From an optimization exercise on the open Yosys and OpenROAD flow, aimed at small area and a short achievable clock period; shortcuts taken in it are not production practice. At most, simulation tests tie the RTL to the original design; equivalence was not proved. For run 2, only the layout was checked, not whether the RTL still works. Power figures rest on the tool's default switching activity, not on a simulated workload.

## flow/design.v (module list and top-level ports; edited modules follow where they fit)
// module mac_16bit: 753 lines
module mac_16bit(out_rounded,md,mr,clk,rst);
  // ...
==> flow/flow/run.sh <==
#!/bin/bash
# The standard layout (the standard.sh), except that the port buffers are
# sky130_fd_sc_hd__buf_2 cells instead of the default delay buffers.
set -euo pipefail
export BUFFER_PORTS_ARGS="-buffer_cell sky130_fd_sc_hd__buf_2"
bash standard.sh > standard.log 2>&1
==> flow/standard.sh <==
#!/bin/bash
# synth_recipe.tcl (not shown) runs the flow's synth.tcl, then flattens the netlist and writes it again
# the make line also repeats each setting of config.mk as NAME=value (left out here)
make -C /OpenROAD-flow-scripts/flow DESIGN_CONFIG=/design/flow/config.mk WORK_HOME=/design/flow/orfs CLKGATE_MAP_FILE= SYNTH_SCRIPT=/design/flow/synth_recipe.tcl "${@:-finish}"
==> flow/config.mk <==
export PLATFORM = sky130hd
export DESIGN_NAME = mac_16bit
export DESIGN_NICKNAME = mac_16bit
export VERILOG_FILES = /design/flow/design.v
export SDC_FILE = /design/flow/constraint.sdc
export NUM_CORES = 4
export LEC_CHECK = 0
export CAP_MARGIN = 20
export CORE_MARGIN = 2
export CORE_UTILIZATION = 60
export CTS_CLUSTER_DIAMETER = 100
export CTS_CLUSTER_SIZE = 20
export SETUP_SLACK_MARGIN = 3.9
export SLEW_MARGIN = 20
==> flow/constraint.sdc <==
create_clock -name core_clock -period 6.9 [get_ports {clk}]
set_input_delay 1.3800 -clock core_clock [delete_from_list [all_inputs] [get_ports {clk}]]
set_output_delay 1.3800 -clock core_clock [all_outputs]
set_load 0.01 [all_outputs]
==> summary.txt, run 1 <==
sequential share of power: 0.296
CTS max path bufs: 2
WHS Endpoint: z2
Yosys warning count: 1
Achievable Freq: 336.0 MHz
crit path DAT: 3.28 ns
setup bufs post-CTS: 0
fraction of area in registers: 0.2872
syn_nets: 1388
Initial Utilization: 0.6114
Post-Synth Simple-Gate Area: 0.08212
GRT busiest layer: met1
Post-synth ARST share: 0
nets: 1432
CP max FO: 12
top post-synthesis cells by area: dfxtp_1, fa_1, xnor2_1, ha_1, a22oi_1
root buffer cell: clkbuf_16
R2R depth: 6
WL final: 26.02 mm
top cell type's share of synthesized area: 0.3113
Post-DP HPWL: 18.00 mm
largest family of logic cells by synthesized area: adder cells
sequential share of the synthesized area: 0.3113
drt first pass iters: 5
Antenna Nets Post-Route: 0
antenna cell count: 0
wire per inst: 17.58 um
total grt overflow: 0
Critical Path Source: MD[8]
CTS tree: built
status: timing/DRC/antenna clean
top cells by count, synth: dfxtp_1, xnor2_1, a22oi_1, fa_1, inv_1
combinational share of power: 0.518
hold buffer count at cts: 0
Multi-Input Combinational: 809
Adder-Cell Fraction of Synth Area: 0.2812
boundary pin count: 61
==> run 2, diff against run 1 <==
==> flow/design.v (replaced) <==
module mac_16bit(out_rounded,md,mr,clk,rst);
output reg [26:0] out_rounded;
input [15:0] md,mr;
input clk,rst;
reg [15:0] MD;
reg [7:0] ONE, TWO, NEG;         
reg [7:0] NEGN;                 
reg [60:0] P;                  
reg [39:0] A;                    
reg [3:0] CB;                 
reg [8:0] k;       
reg clr;           
reg z1;            
reg r1, z2;        
wire zero = !rst | clr;
wire [16:0] mrx = {mr, 1'b0};
wire [7:0] one_n, two_n, neg_n;
genvar g;
generate for (g = 0; g < 8; g = g + 1) begin : enc
  assign one_n[g] = mrx[2*g+1] ^ mrx[2*g];
  assign two_n[g] = (mrx[2*g+2] & ~mrx[2*g+1] & ~mrx[2*g]) | (~mrx[2*g+2] & mrx[2*g+1] & mrx[2*g]);
  assign neg_n[g] = mrx[2*g+2] & ~(mrx[2*g+1] & mrx[2*g]);
end endgenerate
wire [16:0] sel0 = ({17{ONE[0]}} & {MD[15], MD}) | ({17{TWO[0]}} & {MD, 1'b0});
wire [16:0] pp0 = {~(sel0[16:9] ^ {8{NEGN[0]}}), sel0[8:0] ^ {9{NEG[0]}}};
wire ns0 = ~pp0[16];
wire [16:0] sel1 = ({17{ONE[1]}} & {MD[15], MD}) | ({17{TWO[1]}} & {MD, 1'b0});
wire [16:0] pp1 = {~(sel1[16:9] ^ {8{NEGN[1]}}), sel1[8:0] ^ {9{NEG[1]}}};
wire ns1 = ~pp1[16];
wire [16:0] sel2 = ({17{ONE[2]}} & {MD[15], MD}) | ({17{TWO[2]}} & {MD, 1'b0});
wire [16:0] pp2 = {~(sel2[16:9] ^ {8{NEGN[2]}}), sel2[8:0] ^ {9{NEG[2]}}};
wire ns2 = ~pp2[16];
wire [16:0] sel3 = ({17{ONE[3]}} & {MD[15], MD}) | ({17{TWO[3]}} & {MD, 1'b0});
wire [16:0] pp3 = {~(sel3[16:9] ^ {8{NEGN[3]}}), sel3[8:0] ^ {9{NEG[3]}}};
wire ns3 = ~pp3[16];
wire [16:0] sel4 = ({17{ONE[4]}} & {MD[15], MD}) | ({17{TWO[4]}} & {MD, 1'b0});
wire [16:0] pp4 = {~(sel4[16:9] ^ {8{NEGN[4]}}), sel4[8:0] ^ {9{NEG[4]}}};
wire ns4 = ~pp4[16];
wire [16:0] sel5 = ({17{ONE[5]}} & {MD[15], MD}) | ({17{TWO[5]}} & {MD, 1'b0});
wire [16:0] pp5 = {~(sel5[16:9] ^ {8{NEGN[5]}}), sel5[8:0] ^ {9{NEG[5]}}};
wire ns5 = ~pp5[16];
wire [16:0] sel6 = ({17{ONE[6]}} & {MD[15], MD}) | ({17{TWO[6]}} & {MD, 1'b0});
wire [16:0] pp6 = {~(sel6[16:9] ^ {8{NEGN[6]}}), sel6[8:0] ^ {9{NEG[6]}}};
wire ns6 = ~pp6[16];
wire [16:0] sel7 = ({17{ONE[7]}} & {MD[15], MD}) | ({17{TWO[7]}} & {MD, 1'b0});
wire [16:0] pp7 = {~(sel7[16:9] ^ {8{NEGN[7]}}), sel7[8:0] ^ {9{NEG[7]}}};
wire ns7 = ~pp7[16];
wire as1, ac2; assign {ac2, as1} = {1'b0, pp0[10]} + {1'b0, pp1[8]};
wire as3, ac4; assign {ac4, as3} = {1'b0, pp0[11]} + {1'b0, pp1[9]};
wire [1:0] at7 = {1'b0, ~pp0[12]} + {1'b0, ~pp1[10]} + {1'b0, ~pp2[8]}; wire as5 = ~at7[0]; wire ac6 = ~at7[1];
wire as8, ac9; assign {ac9, as8} = {1'b0, pp3[6]} + {1'b0, pp4[4]};
wire [1:0] at12 = {1'b0, ~pp0[13]} + {1'b0, ~pp1[11]} + {1'b0, ~pp2[9]}; wire as10 = ~at12[0]; wire ac11 = ~at12[1];
wire as13, ac14; assign {ac14, as13} = {1'b0, pp3[7]} + {1'b0, pp4[5]};
wire [1:0] at17 = {1'b0, ~pp0[14]} + {1'b0, ~pp1[12]} + {1'b0, ~pp2[10]}; wire as15 = ~at17[0]; wire ac16 = ~at17[1];
wire [1:0] at20 = {1'b0, ~pp3[8]} + {1'b0, ~pp4[6]} + {1'b0, ~pp5[4]}; wire as18 = ~at20[0]; wire ac19 = ~at20[1];
wire as21, ac22; assign {ac22, as21} = {1'b0, pp6[2]} + {1'b0, pp7[0]};
wire [1:0] at25 = {1'b0, ~pp0[15]} + {1'b0, ~pp1[13]} + {1'b0, ~pp2[11]}; wire as23 = ~at25[0]; wire ac24 = ~at25[1];
wire [1:0] at28 = {1'b0, ~pp3[9]} + {1'b0, ~pp4[7]} + {1'b0, ~pp5[5]}; wire as26 = ~at28[0]; wire ac27 = ~at28[1];
wire as29, ac30; assign {ac30, as29} = {1'b0, pp6[3]} + {1'b0, pp7[1]};
wire as31 = ~(ns0 ^ pp1[14]); wire ac32 = ns0 | pp1[14];
wire [1:0] at35 = {1'b0, ~pp2[12]} + {1'b0, ~pp3[10]} + {1'b0, ~pp4[8]}; wire as33 = ~at35[0]; wire ac34 = ~at35[1];
wire [1:0] at38 = {1'b0, ~pp5[6]} + {1'b0, ~pp6[4]} + {1'b0, ~pp7[2]}; wire as36 = ~at38[0]; wire ac37 = ~at38[1];
wire as39 = ~(pp1[15] ^ pp2[13]); wire ac40 = pp1[15] | pp2[13];
wire [1:0] at43 = {1'b0, ~pp3[11]} + {1'b0, ~pp4[9]} + {1'b0, ~pp5[7]}; wire as41 = ~at43[0]; wire ac42 = ~at43[1];
wire as44, ac45; assign {ac45, as44} = {1'b0, pp6[5]} + {1'b0, pp7[3]};
wire [1:0] at48 = {1'b0, ~ns1} + {1'b0, ~pp2[14]} + {1'b0, ~pp3[12]}; wire as46 = ~at48[0]; wire ac47 = ~at48[1];
wire [1:0] at51 = {1'b0, ~pp4[10]} + {1'b0, ~pp5[8]} + {1'b0, ~pp6[6]}; wire as49 = ~at51[0]; wire ac50 = ~at51[1];
wire as52 = ~(pp2[15] ^ pp3[13]); wire ac53 = pp2[15] | pp3[13];
wire as54, ac55; assign {ac55, as54} = {1'b0, pp4[11]} + {1'b0, pp5[9]};
wire [1:0] at58 = {1'b0, ~ns2} + {1'b0, ~pp3[14]} + {1'b0, ~pp4[12]}; wire as56 = ~at58[0]; wire ac57 = ~at58[1];
wire as59 = ~pp3[15];
wire as60, ac61; assign {ac61, as60} = {1'b0, pp0[6]} + {1'b0, pp1[4]};
wire as62, ac63; assign {ac63, as62} = {1'b0, pp0[7]} + {1'b0, pp1[5]};
wire [1:0] at66 = {1'b0, ~pp0[8]} + {1'b0, ~pp1[6]} + {1'b0, ~pp2[4]}; wire as64 = ~at66[0]; wire ac65 = ~at66[1];
wire as67, ac68; assign {ac68, as67} = {1'b0, pp3[2]} + {1'b0, pp4[0]};
wire [1:0] at71 = {1'b0, ~pp0[9]} + {1'b0, ~pp1[7]} + {1'b0, ~pp2[5]}; wire as69 = ~at71[0]; wire ac70 = ~at71[1];
wire as72, ac73; assign {ac73, as72} = {1'b0, pp3[3]} + {1'b0, pp4[1]};
wire [1:0] at76 = {1'b0, ~as1} + {1'b0, ~pp2[6]} + {1'b0, ~pp3[4]}; wire as74 = ~at76[0]; wire ac75 = ~at76[1];
wire [1:0] at79 = {1'b0, ~pp4[2]} + {1'b0, ~pp5[0]} + {1'b0, ~NEG[5]}; wire as77 = ~at79[0]; wire ac78 = ~at79[1];
wire [1:0] at82 = {1'b0, ~as3} + {1'b0, ~pp2[7]} + {1'b0, ~pp3[5]}; wire as80 = ~at82[0]; wire ac81 = ~at82[1];
wire [1:0] at85 = {1'b0, ~pp4[3]} + {1'b0, ~pp5[1]} + {1'b0, ~ac2}; wire as83 = ~at85[0]; wire ac84 = ~at85[1];
wire [1:0] at88 = {1'b0, ~as5} + {1'b0, ~as8} + {1'b0, ~pp5[2]}; wire as86 = ~at88[0]; wire ac87 = ~at88[1];
wire [1:0] at91 = {1'b0, ~pp6[0]} + {1'b0, ~NEG[6]} + {1'b0, ~ac4}; wire as89 = ~at91[0]; wire ac90 = ~at91[1];
wire [1:0] at94 = {1'b0, ~as10} + {1'b0, ~as13} + {1'b0, ~pp5[3]}; wire as92 = ~at94[0]; wire ac93 = ~at94[1];
wire [1:0] at97 = {1'b0, ~pp6[1]} + {1'b0, ~ac6} + {1'b0, ~ac9}; wire as95 = ~at97[0]; wire ac96 = ~at97[1];
wire [1:0] at100 = {1'b0, ~as15} + {1'b0, ~as18} + {1'b0, ~as21}; wire as98 = ~at100[0]; wire ac99 = ~at100[1];
wire [1:0] at103 = {1'b0, ~NEG[7]} + {1'b0, ~ac11} + {1'b0, ~ac14}; wire as101 = ~at103[0]; wire ac102 = ~at103[1];
wire [1:0] at106 = {1'b0, ~as23} + {1'b0, ~as26} + {1'b0, ~as29}; wire as104 = ~at106[0]; wire ac105 = ~at106[1];
wire [1:0] at109 = {1'b0, ~ac16} + {1'b0, ~ac19} + {1'b0, ~ac22}; wire as107 = ~at109[0]; wire ac108 = ~at109[1];
wire [1:0] at112 = {1'b0, ~as31} + {1'b0, ~as33} + {1'b0, ~as36}; wire as110 = ~at112[0]; wire ac111 = ~at112[1];
wire [1:0] at115 = {1'b0, ~ac24} + {1'b0, ~ac27} + {1'b0, ~ac30}; wire as113 = ~at115[0]; wire ac114 = ~at115[1];
wire [1:0] at118 = {1'b0, ~as39} + {1'b0, ~as41} + {1'b0, ~as44}; wire as116 = ~at118[0]; wire ac117 = ~at118[1];
wire [1:0] at121 = {1'b0, ~ac32} + {1'b0, ~ac34} + {1'b0, ~ac37}; wire as119 = ~at121[0]; wire ac120 = ~at121[1];
wire [1:0] at124 = {1'b0, ~as46} + {1'b0, ~as49} + {1'b0, ~pp7[4]}; wire as122 = ~at124[0]; wire ac123 = ~at124[1];
wire [1:0] at127 = {1'b0, ~ac40} + {1'b0, ~ac42} + {1'b0, ~ac45}; wire as125 = ~at127[0]; wire ac126 = ~at127[1];
wire [1:0] at130 = {1'b0, ~as52} + {1'b0, ~as54} + {1'b0, ~pp6[7]}; wire as128 = ~at130[0]; wire ac129 = ~at130[1];
wire [1:0] at133 = {1'b0, ~pp7[5]} + {1'b0, ~ac47} + {1'b0, ~ac50}; wire as131 = ~at133[0]; wire ac132 = ~at133[1];
wire [1:0] at136 = {1'b0, ~as56} + {1'b0, ~pp5[10]} + {1'b0, ~pp6[8]}; wire as134 = ~at136[0]; wire ac135 = ~at136[1];
wire [1:0] at139 = {1'b0, ~pp7[6]} + {1'b0, ~ac53} + {1'b0, ~ac55}; wire as137 = ~at139[0]; wire ac138 = ~at139[1];
wire [1:0] at142 = {1'b0, ~as59} + {1'b0, ~pp4[13]} + {1'b0, ~pp5[11]}; wire as140 = ~at142[0]; wire ac141 = ~at142[1];
wire [1:0] at145 = {1'b0, ~pp6[9]} + {1'b0, ~pp7[7]} + {1'b0, ~ac57}; wire as143 = ~at145[0]; wire ac144 = ~at145[1];
wire [1:0] at148 = {1'b0, ~ns3} + {1'b0, ~pp4[14]} + {1'b0, ~pp5[12]}; wire as146 = ~at148[0]; wire ac147 = ~at148[1];
wire [1:0] at151 = {1'b0, ~pp6[10]} + {1'b0, ~pp7[8]} + {1'b0, ~pp3[15]}; wire as149 = ~at151[0]; wire ac150 = ~at151[1];
wire as152 = ~(pp4[15] ^ pp5[13]); wire ac153 = pp4[15] | pp5[13];
wire as154, ac155; assign {ac155, as154} = {1'b0, pp6[11]} + {1'b0, pp7[9]};
wire [1:0] at158 = {1'b0, ~ns4} + {1'b0, ~pp5[14]} + {1'b0, ~pp6[12]}; wire as156 = ~at158[0]; wire ac157 = ~at158[1];
wire as159 = ~pp5[15];
wire as160, ac161; assign {ac161, as160} = {1'b0, pp0[4]} + {1'b0, pp1[2]};
wire as162, ac163; assign {ac163, as162} = {1'b0, pp0[5]} + {1'b0, pp1[3]};
wire [1:0] at166 = {1'b0, ~as60} + {1'b0, ~pp2[2]} + {1'b0, ~pp3[0]}; wire as164 = ~at166[0]; wire ac165 = ~at166[1];
wire [1:0] at169 = {1'b0, ~as62} + {1'b0, ~pp2[3]} + {1'b0, ~pp3[1]}; wire as167 = ~at169[0]; wire ac168 = ~at169[1];
wire [1:0] at172 = {1'b0, ~as64} + {1'b0, ~as67} + {1'b0, ~NEG[4]}; wire as170 = ~at172[0]; wire ac171 = ~at172[1];
wire [1:0] at175 = {1'b0, ~as69} + {1'b0, ~as72} + {1'b0, ~ac65}; wire as173 = ~at175[0]; wire ac174 = ~at175[1];
wire [1:0] at178 = {1'b0, ~as74} + {1'b0, ~as77} + {1'b0, ~ac70}; wire as176 = ~at178[0]; wire ac177 = ~at178[1];
wire [1:0] at181 = {1'b0, ~as80} + {1'b0, ~as83} + {1'b0, ~ac75}; wire as179 = ~at181[0]; wire ac180 = ~at181[1];
wire [1:0] at184 = {1'b0, ~as86} + {1'b0, ~as89} + {1'b0, ~ac81}; wire as182 = ~at184[0]; wire ac183 = ~at184[1];
wire [1:0] at187 = {1'b0, ~as92} + {1'b0, ~as95} + {1'b0, ~ac87}; wire as185 = ~at187[0]; wire ac186 = ~at187[1];
wire [1:0] at190 = {1'b0, ~as98} + {1'b0, ~as101} + {1'b0, ~ac93}; wire as188 = ~at190[0]; wire ac189 = ~at190[1];
wire [1:0] at193 = {1'b0, ~as104} + {1'b0, ~as107} + {1'b0, ~ac99}; wire as191 = ~at193[0]; wire ac192 = ~at193[1];
wire [1:0] at196 = {1'b0, ~as110} + {1'b0, ~as113} + {1'b0, ~ac105}; wire as194 = ~at196[0]; wire ac195 = ~at196[1];
wire [1:0] at199 = {1'b0, ~as116} + {1'b0, ~as119} + {1'b0, ~ac111}; wire as197 = ~at199[0]; wire ac198 = ~at199[1];
wire [1:0] at202 = {1'b0, ~as122} + {1'b0, ~as125} + {1'b0, ~ac117}; wire as200 = ~at202[0]; wire ac201 = ~at202[1];
wire [1:0] at205 = {1'b0, ~as128} + {1'b0, ~as131} + {1'b0, ~ac123}; wire as203 = ~at205[0]; wire ac204 = ~at205[1];
wire [1:0] at208 = {1'b0, ~as134} + {1'b0, ~as137} + {1'b0, ~ac129}; wire as206 = ~at208[0]; wire ac207 = ~at208[1];
wire [1:0] at211 = {1'b0, ~as140} + {1'b0, ~as143} + {1'b0, ~ac135}; wire as209 = ~at211[0]; wire ac210 = ~at211[1];
wire [1:0] at214 = {1'b0, ~as146} + {1'b0, ~as149} + {1'b0, ~ac141}; wire as212 = ~at214[0]; wire ac213 = ~at214[1];
wire [1:0] at217 = {1'b0, ~as152} + {1'b0, ~as154} + {1'b0, ~ac147}; wire as215 = ~at217[0]; wire ac216 = ~at217[1];
wire [1:0] at220 = {1'b0, ~as156} + {1'b0, ~pp7[10]} + {1'b0, ~ac153}; wire as218 = ~at220[0]; wire ac219 = ~at220[1];
wire [1:0] at223 = {1'b0, ~as159} + {1'b0, ~pp6[13]} + {1'b0, ~pp7[11]}; wire as221 = ~at223[0]; wire ac222 = ~at223[1];
wire [1:0] at226 = {1'b0, ~ns5} + {1'b0, ~pp6[14]} + {1'b0, ~pp7[12]}; wire as224 = ~at226[0]; wire ac225 = ~at226[1];
wire as227 = ~pp6[15];
wire as228, ac229; assign {ac229, as228} = {1'b0, pp0[2]} + {1'b0, pp1[0]};
wire as230, ac231; assign {ac231, as230} = {1'b0, pp0[3]} + {1'b0, pp1[1]};
wire [1:0] at234 = {1'b0, ~as160} + {1'b0, ~pp2[0]} + {1'b0, ~NEG[2]}; wire as232 = ~at234[0]; wire ac233 = ~at234[1];
wire [1:0] at237 = {1'b0, ~as162} + {1'b0, ~pp2[1]} + {1'b0, ~ac161}; wire as235 = ~at237[0]; wire ac236 = ~at237[1];
wire [1:0] at240 = {1'b0, ~as164} + {1'b0, ~NEG[3]} + {1'b0, ~ac163}; wire as238 = ~at240[0]; wire ac239 = ~at240[1];
wire [1:0] at243 = {1'b0, ~as167} + {1'b0, ~ac61} + {1'b0, ~ac165}; wire as241 = ~at243[0]; wire ac242 = ~at243[1];
wire [1:0] at246 = {1'b0, ~as170} + {1'b0, ~ac63} + {1'b0, ~ac168}; wire as244 = ~at246[0]; wire ac245 = ~at246[1];
wire [1:0] at249 = {1'b0, ~as173} + {1'b0, ~ac68} + {1'b0, ~ac171}; wire as247 = ~at249[0]; wire ac248 = ~at249[1];
wire [1:0] at252 = {1'b0, ~as176} + {1'b0, ~ac73} + {1'b0, ~ac174}; wire as250 = ~at252[0]; wire ac251 = ~at252[1];
wire [1:0] at255 = {1'b0, ~as179} + {1'b0, ~ac78} + {1'b0, ~ac177}; wire as253 = ~at255[0]; wire ac254 = ~at255[1];
wire [1:0] at258 = {1'b0, ~as182} + {1'b0, ~ac84} + {1'b0, ~ac180}; wire as256 = ~at258[0]; wire ac257 = ~at258[1];
wire [1:0] at261 = {1'b0, ~as185} + {1'b0, ~ac90} + {1'b0, ~ac183}; wire as259 = ~at261[0]; wire ac260 = ~at261[1];
wire [1:0] at264 = {1'b0, ~as188} + {1'b0, ~ac96} + {1'b0, ~ac186}; wire as262 = ~at264[0]; wire ac263 = ~at264[1];
wire [1:0] at267 = {1'b0, ~as191} + {1'b0, ~ac102} + {1'b0, ~ac189}; wire as265 = ~at267[0]; wire ac266 = ~at267[1];
wire [1:0] at270 = {1'b0, ~as194} + {1'b0, ~ac108} + {1'b0, ~ac192}; wire as268 = ~at270[0]; wire ac269 = ~at270[1];
wire [1:0] at273 = {1'b0, ~as197} + {1'b0, ~ac114} + {1'b0, ~ac195}; wire as271 = ~at273[0]; wire ac272 = ~at273[1];
wire [1:0] at276 = {1'b0, ~as200} + {1'b0, ~ac120} + {1'b0, ~ac198}; wire as274 = ~at276[0]; wire ac275 = ~at276[1];
wire [1:0] at279 = {1'b0, ~as203} + {1'b0, ~ac126} + {1'b0, ~ac201}; wire as277 = ~at279[0]; wire ac278 = ~at279[1];
wire [1:0] at282 = {1'b0, ~as206} + {1'b0, ~ac132} + {1'b0, ~ac204}; wire as280 = ~at282[0]; wire ac281 = ~at282[1];
wire [1:0] at285 = {1'b0, ~as209} + {1'b0, ~ac138} + {1'b0, ~ac207}; wire as283 = ~at285[0]; wire ac284 = ~at285[1];
wire [1:0] at288 = {1'b0, ~as212} + {1'b0, ~ac144} + {1'b0, ~ac210}; wire as286 = ~at288[0]; wire ac287 = ~at288[1];
wire [1:0] at291 = {1'b0, ~as215} + {1'b0, ~ac150} + {1'b0, ~ac213}; wire as289 = ~at291[0]; wire ac290 = ~at291[1];
wire [1:0] at294 = {1'b0, ~as218} + {1'b0, ~ac155} + {1'b0, ~ac216}; wire as292 = ~at294[0]; wire ac293 = ~at294[1];
wire [1:0] at297 = {1'b0, ~as221} + {1'b0, ~ac157} + {1'b0, ~ac219}; wire as295 = ~at297[0]; wire ac296 = ~at297[1];
wire [1:0] at300 = {1'b0, ~as224} + {1'b0, ~pp5[15]} + {1'b0, ~ac222}; wire as298 = ~at300[0]; wire ac299 = ~at300[1];
wire [1:0] at303 = {1'b0, ~as227} + {1'b0, ~pp7[13]} + {1'b0, ~ac225}; wire as301 = ~at303[0]; wire ac302 = ~at303[1];
wire [1:0] at306 = {1'b0, ~ns6} + {1'b0, ~pp7[14]} + {1'b0, ~pp6[15]}; wire as304 = ~at306[0]; wire ac305 = ~at306[1];
wire as307 = ~pp7[15];
wire [60:0] pnext;
assign pnext[0] = pp0[0];
assign pnext[1] = NEG[0];
assign pnext[2] = pp0[1];
assign pnext[3] = as228;
assign pnext[4] = NEG[1];
assign pnext[5] = as230;
assign pnext[6] = ac229;
assign pnext[7] = as232;
assign pnext[8] = ac231;
assign pnext[9] = as235;
assign pnext[10] = ac233;
assign pnext[11] = as238;
assign pnext[12] = ac236;
assign pnext[13] = as241;
assign pnext[14] = ac239;
assign pnext[15] = as244;
assign pnext[16] = ac242;
assign pnext[17] = as247;
assign pnext[18] = ac245;
assign pnext[19] = as250;
assign pnext[20] = ac248;
assign pnext[21] = as253;
assign pnext[22] = ac251;
assign pnext[23] = as256;
assign pnext[24] = ac254;
assign pnext[25] = as259;
assign pnext[26] = ac257;
assign pnext[27] = as262;
assign pnext[28] = ac260;
assign pnext[29] = as265;
assign pnext[30] = ac263;
assign pnext[31] = as268;
assign pnext[32] = ac266;
assign pnext[33] = as271;
assign pnext[34] = ac269;
assign pnext[35] = as274;
assign pnext[36] = ac272;
assign pnext[37] = as277;
assign pnext[38] = ac275;
assign pnext[39] = as280;
assign pnext[40] = ac278;
assign pnext[41] = as283;
assign pnext[42] = ac281;
assign pnext[43] = as286;
assign pnext[44] = ac284;
assign pnext[45] = as289;
assign pnext[46] = ac287;
assign pnext[47] = as292;
assign pnext[48] = ac290;
assign pnext[49] = as295;
assign pnext[50] = ac293;
assign pnext[51] = as298;
assign pnext[52] = ac296;
assign pnext[53] = as301;
assign pnext[54] = ac299;
assign pnext[55] = as304;
assign pnext[56] = ac302;
assign pnext[57] = as307;
assign pnext[58] = ac305;
assign pnext[59] = ns7;
assign pnext[60] = pp7[15];
wire bs308, bc309; assign {bc309, bs308} = {1'b0, P[0]} + {1'b0, P[1]};
wire bs310, bc311; assign {bc311, bs310} = {1'b0, P[2]} + {1'b0, A[1]};
wire bs312, bc313; assign {bc313, bs312} = {1'b0, P[3]} + {1'b0, P[4]} + {1'b0, A[2]};
wire bs314, bc315; assign {bc315, bs314} = {1'b0, P[5]} + {1'b0, P[6]} + {1'b0, A[3]};
wire bs316, bc317; assign {bc317, bs316} = {1'b0, P[7]} + {1'b0, P[8]} + {1'b0, A[4]};
wire bs318, bc319; assign {bc319, bs318} = {1'b0, P[9]} + {1'b0, P[10]} + {1'b0, A[5]};
wire bs320, bc321; assign {bc321, bs320} = {1'b0, P[11]} + {1'b0, P[12]} + {1'b0, A[6]};
wire bs322, bc323; assign {bc323, bs322} = {1'b0, P[13]} + {1'b0, P[14]} + {1'b0, A[7]};
wire bs324, bc325; assign {bc325, bs324} = {1'b0, P[15]} + {1'b0, P[16]} + {1'b0, A[8]};
wire bs326, bc327; assign {bc327, bs326} = {1'b0, P[17]} + {1'b0, P[18]} + {1'b0, A[9]};
wire bs328, bc329; assign {bc329, bs328} = {1'b0, P[19]} + {1'b0, P[20]} + {1'b0, A[10]};
wire bs330, bc331; assign {bc331, bs330} = {1'b0, P[21]} + {1'b0, P[22]} + {1'b0, A[11]};
wire bs332, bc333; assign {bc333, bs332} = {1'b0, P[23]} + {1'b0, P[24]} + {1'b0, A[12]};
wire bs334, bc335; assign {bc335, bs334} = {1'b0, P[25]} + {1'b0, P[26]} + {1'b0, A[13]};
wire bs336, bc337; assign {bc337, bs336} = {1'b0, P[27]} + {1'b0, P[28]} + {1'b0, A[14]};
wire bs338, bc339; assign {bc339, bs338} = {1'b0, P[29]} + {1'b0, P[30]} + {1'b0, A[15]};
wire bs340, bc341; assign {bc341, bs340} = {1'b0, P[31]} + {1'b0, P[32]} + {1'b0, A[16]};
wire bs342, bc343; assign {bc343, bs342} = {1'b0, P[33]} + {1'b0, P[34]} + {1'b0, A[17]};
wire bs344, bc345; assign {bc345, bs344} = {1'b0, P[35]} + {1'b0, P[36]} + {1'b0, A[18]};
wire bs346, bc347; assign {bc347, bs346} = {1'b0, P[37]} + {1'b0, P[38]} + {1'b0, A[19]};
wire bs348, bc349; assign {bc349, bs348} = {1'b0, P[39]} + {1'b0, P[40]} + {1'b0, A[20]};
wire bs350, bc351; assign {bc351, bs350} = {1'b0, P[41]} + {1'b0, P[42]} + {1'b0, A[21]};
wire bs352, bc353; assign {bc353, bs352} = {1'b0, P[43]} + {1'b0, P[44]} + {1'b0, A[22]};
wire bs354, bc355; assign {bc355, bs354} = {1'b0, P[45]} + {1'b0, P[46]} + {1'b0, A[23]};
wire bs356, bc357; assign {bc357, bs356} = {1'b0, P[47]} + {1'b0, P[48]} + {1'b0, A[24]};
wire bs358, bc359; assign {bc359, bs358} = {1'b0, P[49]} + {1'b0, P[50]} + {1'b0, A[25]};
wire bs360, bc361; assign {bc361, bs360} = {1'b0, P[51]} + {1'b0, P[52]} + {1'b0, A[26]};
wire bs362, bc363; assign {bc363, bs362} = {1'b0, P[53]} + {1'b0, P[54]} + {1'b0, A[27]};
wire bs364, bc365; assign {bc365, bs364} = {1'b0, P[55]} + {1'b0, P[56]} + {1'b0, A[28]};
wire bs366, bc367; assign {bc367, bs366} = {1'b0, P[57]} + {1'b0, P[58]} + {1'b0, A[29]};
wire bs368, bc369; assign {bc369, bs368} = {1'b0, P[59]} + {1'b0, P[60]} + {1'b0, A[30]};
wire bs370 = ~A[31];
wire [7:0] yhi = 8'd0 + {7'd0, A[31]} - 8'd1;
wire k0_g371, k0_p384; assign {k0_g371, k0_p384} = {1'b0, bs308} + {1'b0, A[0]};
wire k0_g372, k0_p385; assign {k0_g372, k0_p385} = {1'b0, bs310} + {1'b0, bc309};
wire k0_g373, k0_p386; assign {k0_g373, k0_p386} = {1'b0, bs312} + {1'b0, bc311};
wire k0_g374, k0_p387; assign {k0_g374, k0_p387} = {1'b0, bs314} + {1'b0, bc313};
wire k0_g375, k0_p388; assign {k0_g375, k0_p388} = {1'b0, bs316} + {1'b0, bc315};
wire k0_g376, k0_p389; assign {k0_g376, k0_p389} = {1'b0, bs318} + {1'b0, bc317};
wire k0_g377, k0_p390; assign {k0_g377, k0_p390} = {1'b0, bs320} + {1'b0, bc319};
wire k0_g378, k0_p391; assign {k0_g378, k0_p391} = {1'b0, bs322} + {1'b0, bc321};
wire k0_g379, k0_p392; assign {k0_g379, k0_p392} = {1'b0, bs324} + {1'b0, bc323};
wire k0_g380, k0_p393; assign {k0_g380, k0_p393} = {1'b0, bs326} + {1'b0, bc325};
wire k0_g381, k0_p394; assign {k0_g381, k0_p394} = {1'b0, bs328} + {1'b0, bc327};
wire k0_g382, k0_p395; assign {k0_g382, k0_p395} = {1'b0, bs330} + {1'b0, bc329};
wire k0_g383, k0_p396; assign {k0_g383, k0_p396} = {1'b0, bs332} + {1'b0, bc331};
wire k0_G397 = k0_g372 | (k0_p385 & k0_g371);
wire k0_P398 = k0_p385 & k0_p384;
wire k0_G399 = k0_g373 | (k0_p386 & k0_g372);
wire k0_P400 = k0_p386 & k0_p385;
wire k0_G401 = k0_g374 | (k0_p387 & k0_g373);
wire k0_P402 = k0_p387 & k0_p386;
wire k0_G403 = k0_g375 | (k0_p388 & k0_g374);
wire k0_P404 = k0_p388 & k0_p387;
wire k0_G405 = k0_g376 | (k0_p389 & k0_g375);
wire k0_P406 = k0_p389 & k0_p388;
wire k0_G407 = k0_g377 | (k0_p390 & k0_g376);
wire k0_P408 = k0_p390 & k0_p389;
wire k0_G409 = k0_g378 | (k0_p391 & k0_g377);
wire k0_P410 = k0_p391 & k0_p390;
wire k0_G411 = k0_g379 | (k0_p392 & k0_g378);
wire k0_P412 = k0_p392 & k0_p391;
wire k0_G413 = k0_g380 | (k0_p393 & k0_g379);
wire k0_P414 = k0_p393 & k0_p392;
wire k0_G415 = k0_g381 | (k0_p394 & k0_g380);
wire k0_P416 = k0_p394 & k0_p393;
wire k0_G417 = k0_g382 | (k0_p395 & k0_g381);
wire k0_P418 = k0_p395 & k0_p394;
wire k0_G419 = k0_g383 | (k0_p396 & k0_g382);
wire k0_P420 = k0_p396 & k0_p395;
wire k0_G421 = k0_G399 | (k0_P400 & k0_g371);
wire k0_P422 = k0_P400 & k0_p384;
wire k0_G423 = k0_G401 | (k0_P402 & k0_G397);
wire k0_P424 = k0_P402 & k0_P398;
wire k0_G425 = k0_G403 | (k0_P404 & k0_G399);
wire k0_P426 = k0_P404 & k0_P400;
wire k0_G427 = k0_G405 | (k0_P406 & k0_G401);
wire k0_P428 = k0_P406 & k0_P402;
wire k0_G429 = k0_G407 | (k0_P408 & k0_G403);
wire k0_P430 = k0_P408 & k0_P404;
wire k0_G431 = k0_G409 | (k0_P410 & k0_G405);
wire k0_P432 = k0_P410 & k0_P406;
wire k0_G433 = k0_G411 | (k0_P412 & k0_G407);
wire k0_P434 = k0_P412 & k0_P408;
wire k0_G435 = k0_G413 | (k0_P414 & k0_G409);
wire k0_P436 = k0_P414 & k0_P410;
wire k0_G437 = k0_G415 | (k0_P416 & k0_G411);
wire k0_P438 = k0_P416 & k0_P412;
wire k0_G439 = k0_G417 | (k0_P418 & k0_G413);
wire k0_P440 = k0_P418 & k0_P414;
wire k0_G441 = k0_G419 | (k0_P420 & k0_G415);
wire k0_P442 = k0_P420 & k0_P416;
wire k0_G443 = k0_G425 | (k0_P426 & k0_g371);
wire k0_P444 = k0_P426 & k0_p384;
wire k0_G445 = k0_G427 | (k0_P428 & k0_G397);
wire k0_P446 = k0_P428 & k0_P398;
wire k0_G447 = k0_G429 | (k0_P430 & k0_G421);
wire k0_P448 = k0_P430 & k0_P422;
wire k0_G449 = k0_G431 | (k0_P432 & k0_G423);
wire k0_P450 = k0_P432 & k0_P424;
wire k0_G451 = k0_G433 | (k0_P434 & k0_G425);
wire k0_P452 = k0_P434 & k0_P426;
wire k0_G453 = k0_G435 | (k0_P436 & k0_G427);
wire k0_P454 = k0_P436 & k0_P428;
wire k0_G455 = k0_G437 | (k0_P438 & k0_G429);
wire k0_P456 = k0_P438 & k0_P430;
wire k0_G457 = k0_G439 | (k0_P440 & k0_G431);
wire k0_P458 = k0_P440 & k0_P432;
wire k0_G459 = k0_G441 | (k0_P442 & k0_G433);
wire k0_P460 = k0_P442 & k0_P434;
wire k0_G461 = k0_G451 | (k0_P452 & k0_g371);
wire k0_P462 = k0_P452 & k0_p384;
wire k0_G463 = k0_G453 | (k0_P454 & k0_G397);
wire k0_P464 = k0_P454 & k0_P398;
wire k0_G465 = k0_G455 | (k0_P456 & k0_G421);
wire k0_P466 = k0_P456 & k0_P422;
wire k0_G467 = k0_G457 | (k0_P458 & k0_G423);
wire k0_P468 = k0_P458 & k0_P424;
wire k0_G469 = k0_G459 | (k0_P460 & k0_G443);
wire k0_P470 = k0_P460 & k0_P444;
wire k0_s471 = k0_p384;
wire k0_s472 = k0_p385 ^ k0_g371;
wire k0_s473 = k0_p386 ^ k0_G397;
wire k0_s474 = k0_p387 ^ k0_G421;
wire k0_s475 = k0_p388 ^ k0_G423;
wire k0_s476 = k0_p389 ^ k0_G443;
wire k0_s477 = k0_p390 ^ k0_G445;
wire k0_s478 = k0_p391 ^ k0_G447;
wire k0_s479 = k0_p392 ^ k0_G449;
wire k0_s480 = k0_p393 ^ k0_G461;
wire k0_s481 = k0_p394 ^ k0_G463;
wire k0_s482 = k0_p395 ^ k0_G465;
wire k0_s483 = k0_p396 ^ k0_G467;
wire k1_g484, k1_p492; assign {k1_g484, k1_p492} = {1'b0, bs334} + {1'b0, bc333};
wire k1_g485, k1_p493; assign {k1_g485, k1_p493} = {1'b0, bs336} + {1'b0, bc335};
wire k1_g486, k1_p494; assign {k1_g486, k1_p494} = {1'b0, bs338} + {1'b0, bc337};
wire k1_g487, k1_p495; assign {k1_g487, k1_p495} = {1'b0, bs340} + {1'b0, bc339};
wire k1_g488, k1_p496; assign {k1_g488, k1_p496} = {1'b0, bs342} + {1'b0, bc341};
wire k1_g489, k1_p497; assign {k1_g489, k1_p497} = {1'b0, bs344} + {1'b0, bc343};
wire k1_g490, k1_p498; assign {k1_g490, k1_p498} = {1'b0, bs346} + {1'b0, bc345};
wire k1_g491, k1_p499; assign {k1_g491, k1_p499} = {1'b0, bs348} + {1'b0, bc347};
wire k1_G500 = k1_g485 | (k1_p493 & k1_g484);
wire k1_P501 = k1_p493 & k1_p492;
wire k1_G502 = k1_g486 | (k1_p494 & k1_g485);
wire k1_P503 = k1_p494 & k1_p493;
wire k1_G504 = k1_g487 | (k1_p495 & k1_g486);
wire k1_P505 = k1_p495 & k1_p494;
wire k1_G506 = k1_g488 | (k1_p496 & k1_g487);
wire k1_P507 = k1_p496 & k1_p495;
wire k1_G508 = k1_g489 | (k1_p497 & k1_g488);
wire k1_P509 = k1_p497 & k1_p496;
wire k1_G510 = k1_g490 | (k1_p498 & k1_g489);
wire k1_P511 = k1_p498 & k1_p497;
wire k1_G512 = k1_g491 | (k1_p499 & k1_g490);
wire k1_P513 = k1_p499 & k1_p498;
wire k1_G514 = k1_G502 | (k1_P503 & k1_g484);
wire k1_P515 = k1_P503 & k1_p492;
wire k1_G516 = k1_G504 | (k1_P505 & k1_G500);
wire k1_P517 = k1_P505 & k1_P501;
wire k1_G518 = k1_G506 | (k1_P507 & k1_G502);
wire k1_P519 = k1_P507 & k1_P503;
wire k1_G520 = k1_G508 | (k1_P509 & k1_G504);
wire k1_P521 = k1_P509 & k1_P505;
wire k1_G522 = k1_G510 | (k1_P511 & k1_G506);
wire k1_P523 = k1_P511 & k1_P507;
wire k1_G524 = k1_G512 | (k1_P513 & k1_G508);
wire k1_P525 = k1_P513 & k1_P509;
wire k1_G526 = k1_G518 | (k1_P519 & k1_g484);
wire k1_P527 = k1_P519 & k1_p492;
wire k1_G528 = k1_G520 | (k1_P521 & k1_G500);
wire k1_P529 = k1_P521 & k1_P501;
wire k1_G530 = k1_G522 | (k1_P523 & k1_G514);
wire k1_P531 = k1_P523 & k1_P515;
wire k1_G532 = k1_G524 | (k1_P525 & k1_G516);
wire k1_P533 = k1_P525 & k1_P517;
wire k1_s534 = k1_p492 ^ CB[0];
wire k1_c535 = k1_g484 | (k1_p492 & CB[0]);
wire k1_s536 = k1_p493 ^ k1_c535;
wire k1_c537 = k1_G500 | (k1_P501 & CB[0]);
wire k1_s538 = k1_p494 ^ k1_c537;
wire k1_c539 = k1_G514 | (k1_P515 & CB[0]);
wire k1_s540 = k1_p495 ^ k1_c539;
wire k1_c541 = k1_G516 | (k1_P517 & CB[0]);
wire k1_s542 = k1_p496 ^ k1_c541;
wire k1_c543 = k1_G526 | (k1_P527 & CB[0]);
wire k1_s544 = k1_p497 ^ k1_c543;
wire k1_c545 = k1_G528 | (k1_P529 & CB[0]);
wire k1_s546 = k1_p498 ^ k1_c545;
wire k1_c547 = k1_G530 | (k1_P531 & CB[0]);
wire k1_s548 = k1_p499 ^ k1_c547;
wire k1_co549 = k1_G532 | (k1_P533 & CB[0]);
wire k2_g550, k2_p558; assign {k2_g550, k2_p558} = {1'b0, bs350} + {1'b0, bc349};
wire k2_g551, k2_p559; assign {k2_g551, k2_p559} = {1'b0, bs352} + {1'b0, bc351};
wire k2_g552, k2_p560; assign {k2_g552, k2_p560} = {1'b0, bs354} + {1'b0, bc353};
wire k2_g553, k2_p561; assign {k2_g553, k2_p561} = {1'b0, bs356} + {1'b0, bc355};
wire k2_g554, k2_p562; assign {k2_g554, k2_p562} = {1'b0, bs358} + {1'b0, bc357};
wire k2_g555, k2_p563; assign {k2_g555, k2_p563} = {1'b0, bs360} + {1'b0, bc359};
wire k2_g556, k2_p564; assign {k2_g556, k2_p564} = {1'b0, bs362} + {1'b0, bc361};
wire k2_g557, k2_p565; assign {k2_g557, k2_p565} = {1'b0, bs364} + {1'b0, bc363};
wire k2_G566 = k2_g551 | (k2_p559 & k2_g550);
wire k2_P567 = k2_p559 & k2_p558;
wire k2_G568 = k2_g552 | (k2_p560 & k2_g551);
wire k2_P569 = k2_p560 & k2_p559;
wire k2_G570 = k2_g553 | (k2_p561 & k2_g552);
wire k2_P571 = k2_p561 & k2_p560;
wire k2_G572 = k2_g554 | (k2_p562 & k2_g553);
wire k2_P573 = k2_p562 & k2_p561;
wire k2_G574 = k2_g555 | (k2_p563 & k2_g554);
wire k2_P575 = k2_p563 & k2_p562;
wire k2_G576 = k2_g556 | (k2_p564 & k2_g555);
wire k2_P577 = k2_p564 & k2_p563;
wire k2_G578 = k2_g557 | (k2_p565 & k2_g556);
wire k2_P579 = k2_p565 & k2_p564;
wire k2_G580 = k2_G568 | (k2_P569 & k2_g550);
wire k2_P581 = k2_P569 & k2_p558;
wire k2_G582 = k2_G570 | (k2_P571 & k2_G566);
wire k2_P583 = k2_P571 & k2_P567;
wire k2_G584 = k2_G572 | (k2_P573 & k2_G568);
wire k2_P585 = k2_P573 & k2_P569;
wire k2_G586 = k2_G574 | (k2_P575 & k2_G570);
wire k2_P587 = k2_P575 & k2_P571;
wire k2_G588 = k2_G576 | (k2_P577 & k2_G572);
wire k2_P589 = k2_P577 & k2_P573;
wire k2_G590 = k2_G578 | (k2_P579 & k2_G574);
wire k2_P591 = k2_P579 & k2_P575;
wire k2_G592 = k2_G584 | (k2_P585 & k2_g550);
wire k2_P593 = k2_P585 & k2_p558;
wire k2_G594 = k2_G586 | (k2_P587 & k2_G566);
wire k2_P595 = k2_P587 & k2_P567;
wire k2_G596 = k2_G588 | (k2_P589 & k2_G580);
wire k2_P597 = k2_P589 & k2_P581;
wire k2_G598 = k2_G590 | (k2_P591 & k2_G582);
wire k2_P599 = k2_P591 & k2_P583;
wire k2_s600 = k2_p558 ^ CB[1];
wire k2_c601 = k2_g550 | (k2_p558 & CB[1]);
wire k2_s602 = k2_p559 ^ k2_c601;
wire k2_c603 = k2_G566 | (k2_P567 & CB[1]);
wire k2_s604 = k2_p560 ^ k2_c603;
wire k2_c605 = k2_G580 | (k2_P581 & CB[1]);
wire k2_s606 = k2_p561 ^ k2_c605;
wire k2_c607 = k2_G582 | (k2_P583 & CB[1]);
wire k2_s608 = k2_p562 ^ k2_c607;
wire k2_c609 = k2_G592 | (k2_P593 & CB[1]);
wire k2_s610 = k2_p563 ^ k2_c609;
wire k2_c611 = k2_G594 | (k2_P595 & CB[1]);
wire k2_s612 = k2_p564 ^ k2_c611;
wire k2_c613 = k2_G596 | (k2_P597 & CB[1]);
wire k2_s614 = k2_p565 ^ k2_c613;
wire k2_co615 = k2_G598 | (k2_P599 & CB[1]);
wire k3_g616, k3_p624; assign {k3_g616, k3_p624} = {1'b0, bs366} + {1'b0, bc365};
wire k3_g617, k3_p625; assign {k3_g617, k3_p625} = {1'b0, bs368} + {1'b0, bc367};
wire k3_g618, k3_p626; assign {k3_g618, k3_p626} = {1'b0, bs370} + {1'b0, bc369};
wire k3_g619, k3_p627; assign {k3_g619, k3_p627} = {1'b0, A[32]} + {1'b0, yhi[0]};
wire k3_g620, k3_p628; assign {k3_g620, k3_p628} = {1'b0, A[33]} + {1'b0, yhi[1]};
wire k3_g621, k3_p629; assign {k3_g621, k3_p629} = {1'b0, A[34]} + {1'b0, yhi[2]};
wire k3_g622, k3_p630; assign {k3_g622, k3_p630} = {1'b0, A[35]} + {1'b0, yhi[3]};
wire k3_g623, k3_p631; assign {k3_g623, k3_p631} = {1'b0, A[36]} + {1'b0, yhi[4]};
wire k3_G632 = k3_g617 | (k3_p625 & k3_g616);
wire k3_P633 = k3_p625 & k3_p624;
wire k3_G634 = k3_g618 | (k3_p626 & k3_g617);
wire k3_P635 = k3_p626 & k3_p625;
wire k3_G636 = k3_g619 | (k3_p627 & k3_g618);
wire k3_P637 = k3_p627 & k3_p626;
wire k3_G638 = k3_g620 | (k3_p628 & k3_g619);
wire k3_P639 = k3_p628 & k3_p627;
wire k3_G640 = k3_g621 | (k3_p629 & k3_g620);
wire k3_P641 = k3_p629 & k3_p628;
wire k3_G642 = k3_g622 | (k3_p630 & k3_g621);
wire k3_P643 = k3_p630 & k3_p629;
wire k3_G644 = k3_g623 | (k3_p631 & k3_g622);
wire k3_P645 = k3_p631 & k3_p630;
wire k3_G646 = k3_G634 | (k3_P635 & k3_g616);
wire k3_P647 = k3_P635 & k3_p624;
wire k3_G648 = k3_G636 | (k3_P637 & k3_G632);
wire k3_P649 = k3_P637 & k3_P633;
wire k3_G650 = k3_G638 | (k3_P639 & k3_G634);
wire k3_P651 = k3_P639 & k3_P635;
wire k3_G652 = k3_G640 | (k3_P641 & k3_G636);
wire k3_P653 = k3_P641 & k3_P637;
wire k3_G654 = k3_G642 | (k3_P643 & k3_G638);
wire k3_P655 = k3_P643 & k3_P639;
wire k3_G656 = k3_G644 | (k3_P645 & k3_G640);
wire k3_P657 = k3_P645 & k3_P641;
wire k3_G658 = k3_G650 | (k3_P651 & k3_g616);
wire k3_P659 = k3_P651 & k3_p624;
wire k3_G660 = k3_G652 | (k3_P653 & k3_G632);
wire k3_P661 = k3_P653 & k3_P633;
wire k3_G662 = k3_G654 | (k3_P655 & k3_G646);
wire k3_P663 = k3_P655 & k3_P647;
wire k3_G664 = k3_G656 | (k3_P657 & k3_G648);
wire k3_P665 = k3_P657 & k3_P649;
wire k3_s666 = k3_p624 ^ CB[2];
wire k3_c667 = k3_g616 | (k3_p624 & CB[2]);
wire k3_s668 = k3_p625 ^ k3_c667;
wire k3_c669 = k3_G632 | (k3_P633 & CB[2]);
wire k3_s670 = k3_p626 ^ k3_c669;
wire k3_c671 = k3_G646 | (k3_P647 & CB[2]);
wire k3_s672 = k3_p627 ^ k3_c671;
wire k3_c673 = k3_G648 | (k3_P649 & CB[2]);
wire k3_s674 = k3_p628 ^ k3_c673;
wire k3_c675 = k3_G658 | (k3_P659 & CB[2]);
wire k3_s676 = k3_p629 ^ k3_c675;
wire k3_c677 = k3_G660 | (k3_P661 & CB[2]);
wire k3_s678 = k3_p630 ^ k3_c677;
wire k3_c679 = k3_G662 | (k3_P663 & CB[2]);
wire k3_s680 = k3_p631 ^ k3_c679;
wire k3_co681 = k3_G664 | (k3_P665 & CB[2]);
wire k4_g682, k4_p685; assign {k4_g682, k4_p685} = {1'b0, A[37]} + {1'b0, yhi[5]};
wire k4_g683, k4_p686; assign {k4_g683, k4_p686} = {1'b0, A[38]} + {1'b0, yhi[6]};
wire k4_g684, k4_p687; assign {k4_g684, k4_p687} = {1'b0, A[39]} + {1'b0, yhi[7]};
wire k4_G688 = k4_g683 | (k4_p686 & k4_g682);
wire k4_P689 = k4_p686 & k4_p685;
wire k4_G690 = k4_g684 | (k4_p687 & k4_g683);
wire k4_P691 = k4_p687 & k4_p686;
wire k4_G692 = k4_G690 | (k4_P691 & k4_g682);
wire k4_P693 = k4_P691 & k4_p685;
wire k4_s694 = k4_p685 ^ CB[3];
wire k4_c695 = k4_g682 | (k4_p685 & CB[3]);
wire k4_s696 = k4_p686 ^ k4_c695;
wire k4_c697 = k4_G688 | (k4_P689 & CB[3]);
wire k4_s698 = k4_p687 ^ k4_c697;
wire k4_co699 = k4_G692 | (k4_P693 & CB[3]);
wire [39:0] sum = {k4_s698, k4_s696, k4_s694, k3_s680, k3_s678, k3_s676, k3_s674, k3_s672, k3_s670, k3_s668, k3_s666, k2_s614, k2_s612, k2_s610, k2_s608, k2_s606, k2_s604, k2_s602, k2_s600, k1_s548, k1_s546, k1_s544, k1_s542, k1_s540, k1_s538, k1_s536, k1_s534, k0_s483, k0_s482, k0_s481, k0_s480, k0_s479, k0_s478, k0_s477, k0_s476, k0_s475, k0_s474, k0_s473, k0_s472, k0_s471};
wire [3:0] cbnext = {k3_co681, k2_co615, k1_co549, k0_G469};
wire [13:0] L = {1'b0, A[12:0]};
wire c13 = L[13];
wire up = L[12] & ((A[13] ^ CB[0]) | (|L[11:0]));
wire rg700, rp727; assign {rg700, rp727} = {1'b0, A[13]} + {1'b0, CB[0]};
wire rg701 = 1'b0; wire rp728 = A[14];
wire rg702 = 1'b0; wire rp729 = A[15];
wire rg703 = 1'b0; wire rp730 = A[16];
wire rg704 = 1'b0; wire rp731 = A[17];
wire rg705 = 1'b0; wire rp732 = A[18];
wire rg706 = 1'b0; wire rp733 = A[19];
wire rg707 = 1'b0; wire rp734 = A[20];
wire rg708, rp735; assign {rg708, rp735} = {1'b0, A[21]} + {1'b0, CB[1]};
wire rg709 = 1'b0; wire rp736 = A[22];
wire rg710 = 1'b0; wire rp737 = A[23];
wire rg711 = 1'b0; wire rp738 = A[24];
wire rg712 = 1'b0; wire rp739 = A[25];
wire rg713 = 1'b0; wire rp740 = A[26];
wire rg714 = 1'b0; wire rp741 = A[27];
wire rg715 = 1'b0; wire rp742 = A[28];
wire rg716, rp743; assign {rg716, rp743} = {1'b0, A[29]} + {1'b0, CB[2]};
wire rg717 = 1'b0; wire rp744 = A[30];
wire rg718 = 1'b0; wire rp745 = A[31];
wire rg719 = 1'b0; wire rp746 = A[32];
wire rg720 = 1'b0; wire rp747 = A[33];
wire rg721 = 1'b0; wire rp748 = A[34];
wire rg722 = 1'b0; wire rp749 = A[35];
wire rg723 = 1'b0; wire rp750 = A[36];
wire rg724, rp751; assign {rg724, rp751} = {1'b0, A[37]} + {1'b0, CB[3]};
wire rg725 = 1'b0; wire rp752 = A[38];
wire rg726 = 1'b0; wire rp753 = A[39];
wire rG754 = rg701 | (rp728 & rg700);
wire rP755 = rp728 & rp727;
wire rG756 = rg703 | (rp730 & rg702);
wire rP757 = rp730 & rp729;
wire rG758 = rg705 | (rp732 & rg704);
wire rP759 = rp732 & rp731;
wire rG760 = rg707 | (rp734 & rg706);
wire rP761 = rp734 & rp733;
wire rG762 = rg709 | (rp736 & rg708);
wire rP763 = rp736 & rp735;
wire rG764 = rg711 | (rp738 & rg710);
wire rP765 = rp738 & rp737;
wire rG766 = rg713 | (rp740 & rg712);
wire rP767 = rp740 & rp739;
wire rG768 = rg715 | (rp742 & rg714);
wire rP769 = rp742 & rp741;
wire rG770 = rg717 | (rp744 & rg716);
wire rP771 = rp744 & rp743;
wire rG772 = rg719 | (rp746 & rg718);
wire rP773 = rp746 & rp745;
wire rG774 = rg721 | (rp748 & rg720);
wire rP775 = rp748 & rp747;
wire rG776 = rg723 | (rp750 & rg722);
wire rP777 = rp750 & rp749;
wire rG778 = rg725 | (rp752 & rg724);
wire rP779 = rp752 & rp751;
wire rG780 = rg702 | (rp729 & rG754);
wire rP781 = rp729 & rP755;
wire rG782 = rG756 | (rP757 & rG754);
wire rP783 = rP757 & rP755;
wire rG784 = rg706 | (rp733 & rG758);
wire rP785 = rp733 & rP759;
wire rG786 = rG760 | (rP761 & rG758);
wire rP787 = rP761 & rP759;
wire rG788 = rg710 | (rp737 & rG762);
wire rP789 = rp737 & rP763;
wire rG790 = rG764 | (rP765 & rG762);
wire rP791 = rP765 & rP763;
wire rG792 = rg714 | (rp741 & rG766);
wire rP793 = rp741 & rP767;
wire rG794 = rG768 | (rP769 & rG766);
wire rP795 = rP769 & rP767;
wire rG796 = rg718 | (rp745 & rG770);
wire rP797 = rp745 & rP771;
wire rG798 = rG772 | (rP773 & rG770);
wire rP799 = rP773 & rP771;
wire rG800 = rg722 | (rp749 & rG774);
wire rP801 = rp749 & rP775;
wire rG802 = rG776 | (rP777 & rG774);
wire rP803 = rP777 & rP775;
wire rG804 = rg726 | (rp753 & rG778);
wire rP805 = rp753 & rP779;
wire rG806 = rg704 | (rp731 & rG782);
wire rP807 = rp731 & rP783;
wire rG808 = rG758 | (rP759 & rG782);
wire rP809 = rP759 & rP783;
wire rG810 = rG784 | (rP785 & rG782);
wire rP811 = rP785 & rP783;
wire rG812 = rG786 | (rP787 & rG782);
wire rP813 = rP787 & rP783;
wire rG814 = rg712 | (rp739 & rG790);
wire rP815 = rp739 & rP791;
wire rG816 = rG766 | (rP767 & rG790);
wire rP817 = rP767 & rP791;
wire rG818 = rG792 | (rP793 & rG790);
wire rP819 = rP793 & rP791;
wire rG820 = rG794 | (rP795 & rG790);
wire rP821 = rP795 & rP791;
wire rG822 = rg720 | (rp747 & rG798);
wire rP823 = rp747 & rP799;
wire rG824 = rG774 | (rP775 & rG798);
wire rP825 = rP775 & rP799;
wire rG826 = rG800 | (rP801 & rG798);
wire rP827 = rP801 & rP799;
wire rG828 = rG802 | (rP803 & rG798);
wire rP829 = rP803 & rP799;
wire rG830 = rg708 | (rp735 & rG812);
wire rP831 = rp735 & rP813;
wire rG832 = rG762 | (rP763 & rG812);
wire rP833 = rP763 & rP813;
wire rG834 = rG788 | (rP789 & rG812);
wire rP835 = rP789 & rP813;
wire rG836 = rG790 | (rP791 & rG812);
wire rP837 = rP791 & rP813;
wire rG838 = rG814 | (rP815 & rG812);
wire rP839 = rP815 & rP813;
wire rG840 = rG816 | (rP817 & rG812);
wire rP841 = rP817 & rP813;
wire rG842 = rG818 | (rP819 & rG812);
wire rP843 = rP819 & rP813;
wire rG844 = rG820 | (rP821 & rG812);
wire rP845 = rP821 & rP813;
wire rG846 = rg724 | (rp751 & rG828);
wire rP847 = rp751 & rP829;
wire rG848 = rG778 | (rP779 & rG828);
wire rP849 = rP779 & rP829;
wire rG850 = rG804 | (rP805 & rG828);
wire rP851 = rP805 & rP829;
wire rG852 = rg716 | (rp743 & rG844);
wire rP853 = rp743 & rP845;
wire rG854 = rG770 | (rP771 & rG844);
wire rP855 = rP771 & rP845;
wire rG856 = rG796 | (rP797 & rG844);
wire rP857 = rP797 & rP845;
wire rG858 = rG798 | (rP799 & rG844);
wire rP859 = rP799 & rP845;
wire rG860 = rG822 | (rP823 & rG844);
wire rP861 = rP823 & rP845;
wire rG862 = rG824 | (rP825 & rG844);
wire rP863 = rP825 & rP845;
wire rG864 = rG826 | (rP827 & rG844);
wire rP865 = rP827 & rP845;
wire rG866 = rG828 | (rP829 & rG844);
wire rP867 = rP829 & rP845;
wire rG868 = rG846 | (rP847 & rG844);
wire rP869 = rP847 & rP845;
wire rG870 = rG848 | (rP849 & rG844);
wire rP871 = rP849 & rP845;
wire rG872 = rG850 | (rP851 & rG844);
wire rP873 = rP851 & rP845;
wire rs874 = rp727 ^ up;
wire rc875 = rg700 | (rp727 & up);
wire rs876 = rp728 ^ rc875;
wire rc877 = rG754 | (rP755 & up);
wire rs878 = rp729 ^ rc877;
wire rc879 = rG780 | (rP781 & up);
wire rs880 = rp730 ^ rc879;
wire rc881 = rG782 | (rP783 & up);
wire rs882 = rp731 ^ rc881;
wire rc883 = rG806 | (rP807 & up);
wire rs884 = rp732 ^ rc883;
wire rc885 = rG808 | (rP809 & up);
wire rs886 = rp733 ^ rc885;
wire rc887 = rG810 | (rP811 & up);
wire rs888 = rp734 ^ rc887;
wire rc889 = rG812 | (rP813 & up);
wire rs890 = rp735 ^ rc889;
wire rc891 = rG830 | (rP831 & up);
wire rs892 = rp736 ^ rc891;
wire rc893 = rG832 | (rP833 & up);
wire rs894 = rp737 ^ rc893;
wire rc895 = rG834 | (rP835 & up);
wire rs896 = rp738 ^ rc895;
wire rc897 = rG836 | (rP837 & up);
wire rs898 = rp739 ^ rc897;
wire rc899 = rG838 | (rP839 & up);
wire rs900 = rp740 ^ rc899;
wire rc901 = rG840 | (rP841 & up);
wire rs902 = rp741 ^ rc901;
wire rc903 = rG842 | (rP843 & up);
wire rs904 = rp742 ^ rc903;
wire rc905 = rG844 | (rP845 & up);
wire rs906 = rp743 ^ rc905;
wire rc907 = rG852 | (rP853 & up);
wire rs908 = rp744 ^ rc907;
wire rc909 = rG854 | (rP855 & up);
wire rs910 = rp745 ^ rc909;
wire rc911 = rG856 | (rP857 & up);
wire rs912 = rp746 ^ rc911;
wire rc913 = rG858 | (rP859 & up);
wire rs914 = rp747 ^ rc913;
wire rc915 = rG860 | (rP861 & up);
wire rs916 = rp748 ^ rc915;
wire rc917 = rG862 | (rP863 & up);
wire rs918 = rp749 ^ rc917;
wire rc919 = rG864 | (rP865 & up);
wire rs920 = rp750 ^ rc919;
wire rc921 = rG866 | (rP867 & up);
wire rs922 = rp751 ^ rc921;
wire rc923 = rG868 | (rP869 & up);
wire rs924 = rp752 ^ rc923;
wire rc925 = rG870 | (rP871 & up);
wire rs926 = rp753 ^ rc925;
wire rco927 = rG872 | (rP873 & up);
wire [26:0] rnd = {rs926, rs924, rs922, rs920, rs918, rs916, rs914, rs912, rs910, rs908, rs906, rs904, rs902, rs900, rs898, rs896, rs894, rs892, rs890, rs888, rs886, rs884, rs882, rs880, rs878, rs876, rs874};
always @(posedge clk) begin
  MD <= md;
  ONE <= one_n;
  TWO <= two_n;
  NEG <= neg_n;
  NEGN <= ~neg_n;
  P <= pnext;
  z1 <= zero;
  r1 <= !rst;
  z2 <= r1;
  if (z1 | z2) A <= 40'd0;
  else A <= sum;
  if (z1 | z2) CB <= 4'd0;
  else CB <= cbnext;
  out_rounded <= (zero | z1) ? 27'd0 : rnd;
  if (zero) k <= {8'd0, clr};
  else k <= k + 9'd1;
  clr <= rst & !clr & (k == 9'd258);
end
endmodule
==> flow/run.sh (new file) <==
#!/bin/bash
# synth_recipe.tcl (not shown) runs the flow's synth.tcl, then flattens the netlist and writes it again
# the make line also repeats each setting of config.mk as NAME=value (left out here)
make -C /OpenROAD-flow-scripts/flow DESIGN_CONFIG=/design/flow/config.mk WORK_HOME=/design/flow/orfs CLKGATE_MAP_FILE= SYNTH_SCRIPT=/design/flow/synth_recipe.tcl finish
==> flow/config.mk (replaced) <==
export PLATFORM = sky130hd
export DESIGN_NAME = mac_16bit
export DESIGN_NICKNAME = mac_16bit
export VERILOG_FILES = /design/flow/design.v
export SDC_FILE = /design/flow/constraint.sdc
export NUM_CORES = 4
export LEC_CHECK = 0
export CAP_MARGIN = 20
export CORE_MARGIN = 2
export CORE_UTILIZATION = 40
export SETUP_SLACK_MARGIN = 3.9
export SLEW_MARGIN = 20
removed: flow/flow/run.sh
removed: flow/standard.sh
==> run 2 against run 1 <==
Compared with the run above:
- clock power about the same
- critical path depth unchanged
- design area increased by 4.6%
- die area increased by 51%
- final cell count increased by 8.9%
- fmax decreased by 0.19%
- register-to-register slack about the same
- worst setup slack got worse by 0.0057 ns
==> summary.txt, run 2 <==
status: timing/DRC/antenna clean (unchanged)
die area: 31650 um2 (was 20970 um2)
most numerous cell on the critical path: fa_1 (unchanged)
WS Path Type: register to register (unchanged)
core area: 29720 um2 (was 19460 um2)
ys flop type: dfxtp_1 (unchanged)
boundary pin count: 61 (unchanged)
H-tree depth: 4 (unchanged)
drt first pass iters: 8 (was 5)
clock skew: 0.01195 ns (was 0.01393 ns)
crit path DAT: 3.28 ns (about the same)
met2 Use GR: 0.2524 (was 0.3729)
gpl congestion: 0.8700 (was 0.8999)
root buffer cell: clkbuf_16 (unchanged)
max cap viols: 0 (unchanged)
CTS sink cnt: 193 (was 185)
delay-heaviest family, CP: adder cells (unchanged)
Die Y: 177.9 um (was 144.8 um)
Port-buffer cells: 60 (unchanged)
Slew Limit Headroom: 0.5272 (was 0.5789)
Setup crit end kind: register (unchanged)
antenna cell count: 0 (unchanged)
cells along the critical path: a22oi_1 > xor2_1 > fa_1 > fa_2 > fa_1 > fa_1 (was a22oi_2 > xnor2_1 > fa_1 > fa_1 > fa_1 > fa_1)
vias per cell: 5.026 (was 5.580)
post-synth cell types: 51 (was 50)
Iter 0 DRT Violations: 615 (was 727)
layout cells sized above 1: 0.1170 (was 0.1663)
antenna violations before repair: 0 (was 1)
fin crit period: 2.982 ns (was 2.976 ns)
biggest regs: P x61, A x40, out_rounded x27 (unchanged)
first-pass GRT wire length: 40.63 mm (was 40.52 mm)
Syn Inst Count: 1178 (was 1158)
row count: 63 (was 51)
clock-pin slew on the worst setup and hold paths: 0.07 ns (was 0.08 ns)
final setup fails: 0 (unchanged)
cts bufs inserted: 17 (unchanged)
Post-route DRC: 0 (unchanged)
startpoint class of the critical path: register (unchanged)
most common cell after layout, fill and taps aside: dfxtp_1 (was xnor2_1)
CTS tree: built (unchanged)
Achievable Freq: 335.4 MHz (was 336.0 MHz)
hold buffer count at cts: 0 (unchanged)
slowest CP cell: fa_2 (was fa_1)
wire per inst: 15.51 um (was 17.58 um)
clock latency (worst-skew pair): 0.43 ns (was 0.44 ns)
gr usage total: 0.1628 (was 0.2515)
WL final: 25.01 mm (was 26.02 mm)
vias in the first global route: 7933 (was 7855)
#FFs+latches synth: 193 (was 185)
actual slew at the worst max-slew pin: 0.7092 ns (was 0.6317 ns)
peak supply drop: 0.2457 mV (was 0.2251 mV)
nets: 1441 (was 1432)
worst min path class: register to register (unchanged)
max reg flops: 61 (unchanged)
Worst Path Required: 7.19 ns (was 7.20 ns)
CTS max path bufs: 2 (unchanged)
Die W: 177.9 um (was 144.8 um)
Yosys warning count: 1 (unchanged)
final slew viol count: 0 (unchanged)
WHS: 0.3469 ns (was 0.3368 ns)
sequential share of the synthesized area: 0.3194 (was 0.3113)
via count: 8102 (was 8258)
total grt overflow: 0 (unchanged)
Post-DP HPWL: 18.31 mm (was 18.00 mm)
Antenna Nets Post-Route: 0 (unchanged)
pwr/cell area: 413.2 nW/um2 (was 412.5 nW/um2)
CP bufs+invs: 0 (unchanged)
Leakage Power: 5.765 nW (was 5.679 nW)
Post-synth ARST share: 0 (unchanged)
top post-synthesis cells by area: dfxtp_1, fa_1, xnor2_1, ha_1, a22oi_1 (unchanged)
post-synthesis instance area: 12100 um2 (was 11900 um2)
Final Hold Fails: 0 (unchanged)
Avg Cell Area, Syn: 10.27 um2 (was 10.28 um2)
syn_nets: 1407 (was 1388)
Post-synth EDFFs: 0 (unchanged)
final period utilization: 0.4321 (was 0.4313)
count leader, synth: dfxtp_1 (unchanged)
setup tns final: 0 ns (unchanged)
RSZ-0062 raised after global routing: true (unchanged)
top cell type's share of synthesized area: 0.3194 (was 0.3113)
CP max stage delay: 0.60 ns (was 0.58 ns)
largest net degree at the start of global routing: 33 (was 28)
CP max FO: 10 (was 12)
GRT busiest layer: met2 (was met1)
dominant cell type by area after synthesis: dfxtp_1 (unchanged)
Initial Utilization: 0.4071 (was 0.6114)
Layout area overhead: 15.69% (was 12.48%)
top cells by count, synth: dfxtp_1, a22oi_1, fa_1, xnor2_1, inv_1 (was dfxtp_1, xnor2_1, a22oi_1, fa_1, inv_1)
met3 Use GR: 0.03513 (was 0.05364)
most flop-heavy register: P (unchanged)
most frequent cells in the layout: dfxtp_1, fa_1, xnor2_1, a22oi_1, inv_1 (was xnor2_1, dfxtp_1, fa_1, a22oi_1, inv_1)
met1 Usage GRT: 0.2282 (was 0.3731)
run 2: cell types whose count changed after synthesis, sizes merged, moves of 7 or more:
cell	change
nand2b	+10
nor3	+7
mux2i	-12
xor2	+50
or3	-10
clkbuf	+7
dfxtp	+8
nor2	+25
nand2	-16
inv	+11
xnor2	-37
run 2: path summary, 6_finish.rpt:
| kind | slack (ns) | from | cells past startpoint | endpoint |
|---|---|---|---|---|
| worst min register to register | 0.35 | r1 | 0 | z2 |
| worst min-delay path | 0.35 | r1 | 0 | z2 |
| worst max register to register | 3.92 | MD[10] | 6 | P[27] |
| worst max-delay path | 3.92 | MD[10] | 6 | P[27] |
run 2: stage by stage:
step / area [um2] / power [mW] / worst slack (ns) / instances / util
detailed placement: 12880 / 4.774 / 3.445 / 1545 / 0.4336
global placement: 12880 / 4.678 / 3.460 / 1545 / 0.4336
finish: 13990 / 5.783 / 3.918 / 1612 / 0.4709
CTS: 13600 / 5.821 / 3.902 / 1574 / 0.4575
global route: 13990 / 6.418 / 3.860 / 1612 / 0.4709
floorplan: 12220 / 4.088 / 3.886 / 1178 / -
run 2: layout make-up:
type                    count  area (um2)
fillers                  2748       15720
multi-input cells         809        7662
flip-flops and latches    193        3995
repair buffers             99       900.9
well taps                 390       488.0
clock buffers              19       452.9
inverters                  92       345.3
clock inverters            10       150.1
run 2: what timing repair did:
| item | in CTS | in global routing |
|---|---|---|
| setup buffers | 0 | 38 |
| resized for setup | 60 | 31 |
| pin swaps | 0 | 8 |
| setup endpoints to repair | 26 | 20 |
run 2: logic make-up (layout without fill, tap and decap cells):
logic type               after synthesis  in the layout  share of synthesized area
AO/OA/AOI/OAI                        216            216                     0.1266
multiplexers                           4              4                   0.003620
XOR/XNOR                             190            190                     0.1376
adder cells (fa/ha/maj)              195            195                     0.2755
buffers and inverters                176            220                    0.05482
AND/OR/NAND/NOR                      204            204                    0.08244
flip-flops                           193            193                     0.3194
run 2: layer usage:
layer | vias up | share of wire
met3 | 26 | 0.059
met2 | 247 | 0.45
li1 | 3982 | -
met5 | - | 0
met1 | 3847 | 0.48
met4 | 0 | 0.013
run 2: power breakdown:
part	internal [mW]	leakage [nW]	switching, mW	total (mW)
clock network	0.590	0.292	0.427	1.02
registers	1.43	1.62	0.259	1.69
logic	1.47	3.86	1.61	3.07
run 2: worst reg2reg max path, cell delays in order (launching register included):
cell and delay, ns:
dfxtp_4 0.40, a22oi_1 0.22, xor2_1 0.22, fa_1 0.51
fa_2 0.60, fa_1 0.44, fa_1 0.47

Re-timed with assumed drivers on the ports (clkbuf_16 on the clock, buf_2 on other inputs), run 2 has 3.918 ns of setup slack against 3.918 ns with ideal ports, and 3.612 ns once port delays also move by the mid clock arrival of 0.465 ns.
